Context: an optimization exercise on an open-source flow, tuned for small area and a short achievable clock period. The choices shown serve that exercise and are no tape-out recipe.
Only simulation tests tie the RTL to the original design; equivalence was not proved.
Power is estimated from default activity; no workload was simulated.

== nickel ==
// PIPELINE
module PIPELINE(input clk,
                input rst,
                input btn,
                input on,
                output [31:0] imem_addr,
                input  [31:0] imem_data,
                output [31:0] dmem_addr,
                output [31:0] dmem_wdata,
                output        dmem_we,
                output        dmem_re,
                input  [31:0] dmem_rdata,
                output        wb_we,
                output [4:0]  wb_reg,
                output [31:0] wb_data);
	wire enable = !rst && (!on || btn);
	reg [31:0] pc;
	reg        br_pend;
	reg [31:0] d_ir;
	reg [31:0] d_npc;
	reg        e_rw, e_ld, e_st, e_br;    
	reg        e_fa, e_fb;                
	reg [31:0] e_a, e_b;                  
	reg [31:0] e_x;                       
	reg [4:0]  e_rt;
	reg        e_bm, e_bmn, e_bb, e_bbn, e_bx;  
	reg        e_sub;                     
	reg        e_rsum, e_rand, e_ror, e_rslt;  
	reg        m_rw, m_ld, m_st, m_tk;
	reg [31:0] m_res;                     
	reg [31:0] m_wd;
	reg [4:0]  m_rd;
	reg        w_rw;
	reg [31:0] w_data;
	reg [4:0]  w_rd;
	reg [31:0] rf [1:31];
	wire [5:0] d_op = d_ir[31:26];
	wire [4:0] d_rs = d_ir[25:21];
  ...
export LEC_CHECK = 0
export CAP_MARGIN = 20
export CELL_PAD_IN_SITES_DETAIL_PLACEMENT = 1
export CELL_PAD_IN_SITES_GLOBAL_PLACEMENT = 1
export CORE_MARGIN = 2
export CORE_UTILIZATION = 40
export CTS_BUF_LIST = sky130_fd_sc_hd__clkbuf_8
export CTS_CLUSTER_DIAMETER = 80
export CTS_CLUSTER_SIZE = 16
export PLACE_DENSITY = 0.55
export SETUP_SLACK_MARGIN = 3.0
export SLEW_MARGIN = 20
export SYNTH_HIERARCHICAL = 1
export TNS_END_PERCENT = 5
create_clock -name core_clock -period 6.5 [get_ports {clk}]
standard.sh (not shown) runs the stock make flow with config.mk's settings and CLKGATE_MAP_FILE= SYNTH_SCRIPT=/design/flow/synth_recipe.tcl, a recipe that flattens the netlist after the stock synthesis.
==> flow/flow/run.sh <==
#!/bin/bash
# The standard layout (standard.sh, unchanged synthesis and steps), with
# the port buffers that buffer_ports inserts made of buf_2 cells instead of
# the delay buffers it picks by default. make's full output goes to
# flow_make.log here; ORFS keeps each step's log under orfs/logs/.
set -euo pipefail
export BUFFER_PORTS_ARGS="-buffer_cell sky130_fd_sc_hd__buf_2"
bash standard.sh finish > flow_make.log 2>&1
nickel completed every stage of the flow, and the final layout passed the timing, DRC and antenna checks.
Changes in cedar relative to nickel:
# nickel
export LEC_CHECK = 0
export CAP_MARGIN = 20
export CELL_PAD_IN_SITES_DETAIL_PLACEMENT = 1
export CELL_PAD_IN_SITES_GLOBAL_PLACEMENT = 1
export CORE_MARGIN = 2
export CORE_UTILIZATION = 40
export CTS_BUF_LIST = sky130_fd_sc_hd__clkbuf_8
export CTS_CLUSTER_DIAMETER = 80
export CTS_CLUSTER_SIZE = 16
export PLACE_DENSITY = 0.55
export SETUP_SLACK_MARGIN = 3.0
export SLEW_MARGIN = 20
export SYNTH_HIERARCHICAL = 1
export TNS_END_PERCENT = 5
create_clock -name core_clock -period 6.5 [get_ports {clk}]
# cedar
export LEC_CHECK = 0
export CAP_MARGIN = 20
export CELL_PAD_IN_SITES_DETAIL_PLACEMENT = 1
export CELL_PAD_IN_SITES_GLOBAL_PLACEMENT = 1
export CORE_MARGIN = 2
export CORE_UTILIZATION = 50
export CTS_BUF_LIST = sky130_fd_sc_hd__clkbuf_8
export CTS_CLUSTER_DIAMETER = 70
export CTS_CLUSTER_SIZE = 14
export PLACE_DENSITY = 0.55
export SETUP_SLACK_MARGIN = 3.2
export SLEW_MARGIN = 20
export SYNTH_HIERARCHICAL = 1
export TNS_END_PERCENT = 5
create_clock -name core_clock -period 6.5 [get_ports {clk}]
Findings:
cedar did not stop at any stage, and its layout met the timing, DRC and antenna checks. Against nickel as the reference, cedar delivers a lower area of the placeable core. The maximum count of clock buffers along a single path was comparable across nickel and cedar. NOTE routed length on met3 nickel->cedar increased by more than 10%. Capturing element of the worst setup path: e_b[10] -> nickel, e_b[1] -> cedar.

========
Another version of the RTL of PIPELINE (not shown whole).
Size in the first run: ~4700 cells after synthesis, roughly 1300 flip-flops, ~0.062 mm² of cells after synthesis.
clock: 6.5 ns
lec_check: 0
cap_margin: 20
cell_pad_in_sites_detail_placement: 1
cell_pad_in_sites_global_placement: 1
core_margin: 2
core_utilization: 40
cts_buf_list: sky130_fd_sc_hd__clkbuf_8
cts_cluster_diameter: 70
cts_cluster_size: 14
place_density: 0.55
setup_slack_margin: 2.8
slew_margin: 20
synth_hierarchical: 1
tns_end_percent: 5
Scripts as last shown in full above: flow/flow/run.sh
The baseline produced a clean layout.
Edit:
==> flow/run.sh (new file) <==
#!/bin/bash
# synth_recipe.tcl (not shown) runs the flow's synth.tcl, then flattens the netlist and writes it again
# the make line also repeats each setting of config.mk as NAME=value (left out here)
make -C /OpenROAD-flow-scripts/flow DESIGN_CONFIG=/design/flow/config.mk WORK_HOME=/design/flow/orfs CLKGATE_MAP_FILE= SYNTH_SCRIPT=/design/flow/synth_recipe.tcl finish
removed: flow/flow/run.sh
removed: flow/standard.sh
Power is about the same.
Non-clock buffer count is lower by 31.
Setup slack degrades by 0.16 ns.

========
== v3 ==
PIPELINE, a different RTL version from the one above (not shown whole).
Size: roughly 4100 cells after synthesis, ~1300 flip-flops, about 59000 um^2 of cells after synthesis.
==> flow/config.mk <==
export PLATFORM = sky130hd
export DESIGN_NAME = PIPELINE
export DESIGN_NICKNAME = PIPELINE
export VERILOG_FILES = /design/flow/design.v
export SDC_FILE = /design/flow/constraint.sdc
export NUM_CORES = 4
export LEC_CHECK = 0
export CAP_MARGIN = 20
export CELL_PAD_IN_SITES_DETAIL_PLACEMENT = 1
export CELL_PAD_IN_SITES_GLOBAL_PLACEMENT = 1
export CORE_MARGIN = 2
export CORE_UTILIZATION = 40
export CTS_BUF_LIST = sky130_fd_sc_hd__clkbuf_8
export CTS_CLUSTER_DIAMETER = 70
export CTS_CLUSTER_SIZE = 14
export PLACE_DENSITY = 0.55
export SETUP_SLACK_MARGIN = 3.2
export SLEW_MARGIN = 20
export SYNTH_HIERARCHICAL = 1
export TNS_END_PERCENT = 5
==> flow/constraint.sdc <==
create_clock -name core_clock -period 6.5 [get_ports {clk}]
set_input_delay 1.3000 -clock core_clock [delete_from_list [all_inputs] [get_ports {clk}]]
set_output_delay 1.3000 -clock core_clock [all_outputs]
set_load 0.01 [all_outputs]
==> flow/flow/run.sh <==
#!/bin/bash
# The standard layout (standard.sh, unchanged synthesis and steps), with
# the port buffers that buffer_ports inserts made of buf_2 cells instead of
# the delay buffers it picks by default. make's full output goes to
# flow_make.log here; ORFS keeps each step's log under orfs/logs/.
set -euo pipefail
export BUFFER_PORTS_ARGS="-buffer_cell sky130_fd_sc_hd__buf_2"
bash standard.sh finish > flow_make.log 2>&1
### v3 -> v36
# v3
export LEC_CHECK = 0
export CAP_MARGIN = 20
export CELL_PAD_IN_SITES_DETAIL_PLACEMENT = 1
export CELL_PAD_IN_SITES_GLOBAL_PLACEMENT = 1
export CORE_MARGIN = 2
export CORE_UTILIZATION = 40
export CTS_BUF_LIST = sky130_fd_sc_hd__clkbuf_8
export CTS_CLUSTER_DIAMETER = 70
export CTS_CLUSTER_SIZE = 14
export PLACE_DENSITY = 0.55
export SETUP_SLACK_MARGIN = 3.2
export SLEW_MARGIN = 20
export SYNTH_HIERARCHICAL = 1
export TNS_END_PERCENT = 5
create_clock -name core_clock -period 6.5 [get_ports {clk}]
# v36
export LEC_CHECK = 0
export CAP_MARGIN = 20
export CELL_PAD_IN_SITES_DETAIL_PLACEMENT = 1
export CELL_PAD_IN_SITES_GLOBAL_PLACEMENT = 1
export CORE_MARGIN = 2
export CORE_UTILIZATION = 40
export CTS_BUF_LIST = sky130_fd_sc_hd__clkbuf_8
export CTS_CLUSTER_DIAMETER = 70
export CTS_CLUSTER_SIZE = 14
export PLACE_DENSITY = 0.55
export SETUP_SLACK_MARGIN = 2.8
export SLEW_MARGIN = 20
export SYNTH_HIERARCHICAL = 1
export TNS_END_PERCENT = 5
create_clock -name core_clock -period 6.5 [get_ports {clk}]
==> comparison <==
- On v36: worst clock skew on the final layout is 0.0049 ns higher than what v3 gave.
- For mean routed wirelength per cell, v3 and v36 come out practically identical.
- Looking at v36 and v3, the clock-pin slew on the worst setup and hold paths is a wash.
- Comparing v36 against v3, there is no change at all in global placer's final weighted congestion.
- When v36 is measured against v3, its utilization turns out 1.3 points lower.
- Delta (v36 minus v3): power shrank by 1.7%; achievable clock frequency moved down.

========
## run 1
PIPELINE, a different RTL version from the one above (not shown whole).
Size in the first run: ~200 I/O pins, ~59000 um2 of cells after synthesis.
==> flow/config.mk <==
export PLATFORM = sky130hd
export DESIGN_NAME = PIPELINE
export DESIGN_NICKNAME = PIPELINE
export VERILOG_FILES = /design/flow/design.v
export SDC_FILE = /design/flow/constraint.sdc
export NUM_CORES = 4
export LEC_CHECK = 0
export CAP_MARGIN = 20
export CELL_PAD_IN_SITES_DETAIL_PLACEMENT = 1
export CELL_PAD_IN_SITES_GLOBAL_PLACEMENT = 1
export CORE_MARGIN = 2
export CORE_UTILIZATION = 50
export CTS_BUF_LIST = sky130_fd_sc_hd__clkbuf_8
export CTS_CLUSTER_DIAMETER = 70
export CTS_CLUSTER_SIZE = 14
export PLACE_DENSITY = 0.55
export SETUP_SLACK_MARGIN = 3.6
export SLEW_MARGIN = 20
export SYNTH_HIERARCHICAL = 1
export TNS_END_PERCENT = 25
==> flow/constraint.sdc <==
create_clock -name core_clock -period 6.5 [get_ports {clk}]
set_input_delay 1.3000 -clock core_clock [delete_from_list [all_inputs] [get_ports {clk}]]
set_output_delay 1.3000 -clock core_clock [all_outputs]
set_load 0.01 [all_outputs]
Scripts as last shown in full above: flow/flow/run.sh
Edits applied to the flow inputs when going from run 1 to run 2:
- changing SETUP_SLACK_MARGIN from 3.6 to 3.2
[summary]
Comparing the two runs side by side, run 2 comes out ahead of run 1 on wire length. Measured against run 1, the multi-input gate area in the final layout of run 2 comes out at 0.934 times the reference value. Re share of the final layout cell area in multi-input gates: run 1 and run 2 aren't equal, and the lower value belongs to run 2. Run 2 and run 1 ended up with roughly the same area of all sequential standard cells. Run 2 supports a higher top clock frequency than run 1. The wire length on met3 in run 2 sits about 17% below the value recorded for run 1. Run 2 — average via count per standard cell about 1.3% lower, run 1 as reference. Re number of logic inverters in the finished layout: no difference whatsoever between run 1 and run 2. Run 1 -> run 2: final area decreased by a few percent. Taking run 1 as the reference, in run 2 combinational fraction of design power has decreased, total power has decreased.
What run 3 does differently from run 2 at the input level:
- TNS_END_PERCENT: 25 -> 35
- SETUP_SLACK_MARGIN: 3.2 -> 3.5
[summary]
- | total global-route track usage | lower: run 2 |
- Relative to run 2, the number of inserted diodes of run 3 is lower by 1.
- When the final numbers for run 3 and run 2 were put side by side, the fmax turned out to be smaller in run 2.
- As far as net count after synthesis goes, run 2 and run 3 are indistinguishable; the numbers are identical.
- Going from run 2 to run 3, utilization climbed 2.8 points, largest clock skew in the final design went up.
- Status: clock power parity (run 2, run 3)
- Run 3: final area is about 5% higher than what run 2 reported.
- Register-to-register slack up 140 ps in run 3 wrt run 2
- Compared with run 2, in run 3 overall power after layout has increased; final non-filler cell total has increased.
Edits applied to the flow inputs when going from run 3 to run 4:
- changing PLACE_DENSITY from 0.55 to 0.65
- changing TNS_END_PERCENT from 35 to 5
- changing SETUP_SLACK_MARGIN from 3.5 to 3.2
- changing CTS_CLUSTER_DIAMETER from 70 to 60
- changing CTS_CLUSTER_SIZE from 14 to 12
Findings:
Run 4 went all the way through synthesis, placement and routing and the layout is clean on timing, DRC and antenna. Final total power delta (run 4 − run 3): unfavourable. Non-clock buffer count, run 4 vs run 3: down by more than a quarter. The higher relative contribution of the clock network to total power came out of run 4. Worst relative slew slack: lower on run 4. Time the final worst path needs with I/O delays and setup was lower in the run labelled run 3. NOTE: final instance area in run 4 falls short of that of run 3.
Edits applied to the flow inputs when going from run 4 to run 5:
- swapping 5 for 25 in TNS_END_PERCENT
==> run summary <==
Compared with run 4, in run 5 fmax higher; utilization rose by 0.32 points; via count rose 144; final clock period utilization by the worst path went down 0.68 points.
Input changes introduced in run 6 (baseline for comparison: run 5):
- CTS_CLUSTER_SIZE: 12 -> 14
- SETUP_SLACK_MARGIN: 3.2 -> 3.4
- PLACE_DENSITY: 0.65 -> 0.55
- CTS_CLUSTER_DIAMETER: 60 -> 70
Notes after the runs:
- From run 5 to run 6 the numbers moved as follows: fill cell total of the finished layout down 103; via count up 325.
- Taking run 5 as 1.0, run 6 lands at 1.13 on non-clock buffer total of the final layout.
- Comparing run 5 and run 6, the higher sequential share of layout area is on run 5.

==> afterwards: timing with drivers on the ports <==
No port has a modelled driver above. Below, the same layouts with a new extraction and two added sets of constraints.
Step 1 assumes that a clkbuf_16 drives the clock port and a buf_2 every other input.
Step 2 also shifts input and output timing later by t, the mid clock arrival at the registers, as if the neighbouring blocks saw the same clock.
Slacks: ideal ports / drivers / drivers and shift; pairs: ideal ports / drivers.
run	shift t [ns]	setup slack, ns	worst setup path at the end
nickel	0.929	2.880 / 2.880 / 2.093	input to register
cedar	0.907	2.949 / 2.949 / 2.292	input to register
the first run of note 2	0.964	2.694 / 2.694 / 2.087	input to register
the second run of note 2	0.945	2.531 / 2.531 / 1.870	input to register
v3	0.969	2.786 / 2.786 / 2.101	input to register
v36	0.966	2.471 / 2.471 / 2.187	input to register
run 1	0.875	3.085 / 3.085 / 2.580	input to register
run 2	0.885	3.095 / 3.085 / 2.407	input to register
run 3	0.879	3.233 / 3.148 / 2.401	input to register
run 4	0.930	3.011 / 3.011 / 2.309	input to register
run 5	0.935	3.055 / 3.055 / 2.345	input to register
run 6	0.883	3.247 / 3.150 / 2.383	input to register
After both steps every run listed still meets setup and hold. For run 6, which loses most, drivers alone change the setup slack by -0.097 ns; drivers and shift together by -0.864 ns.
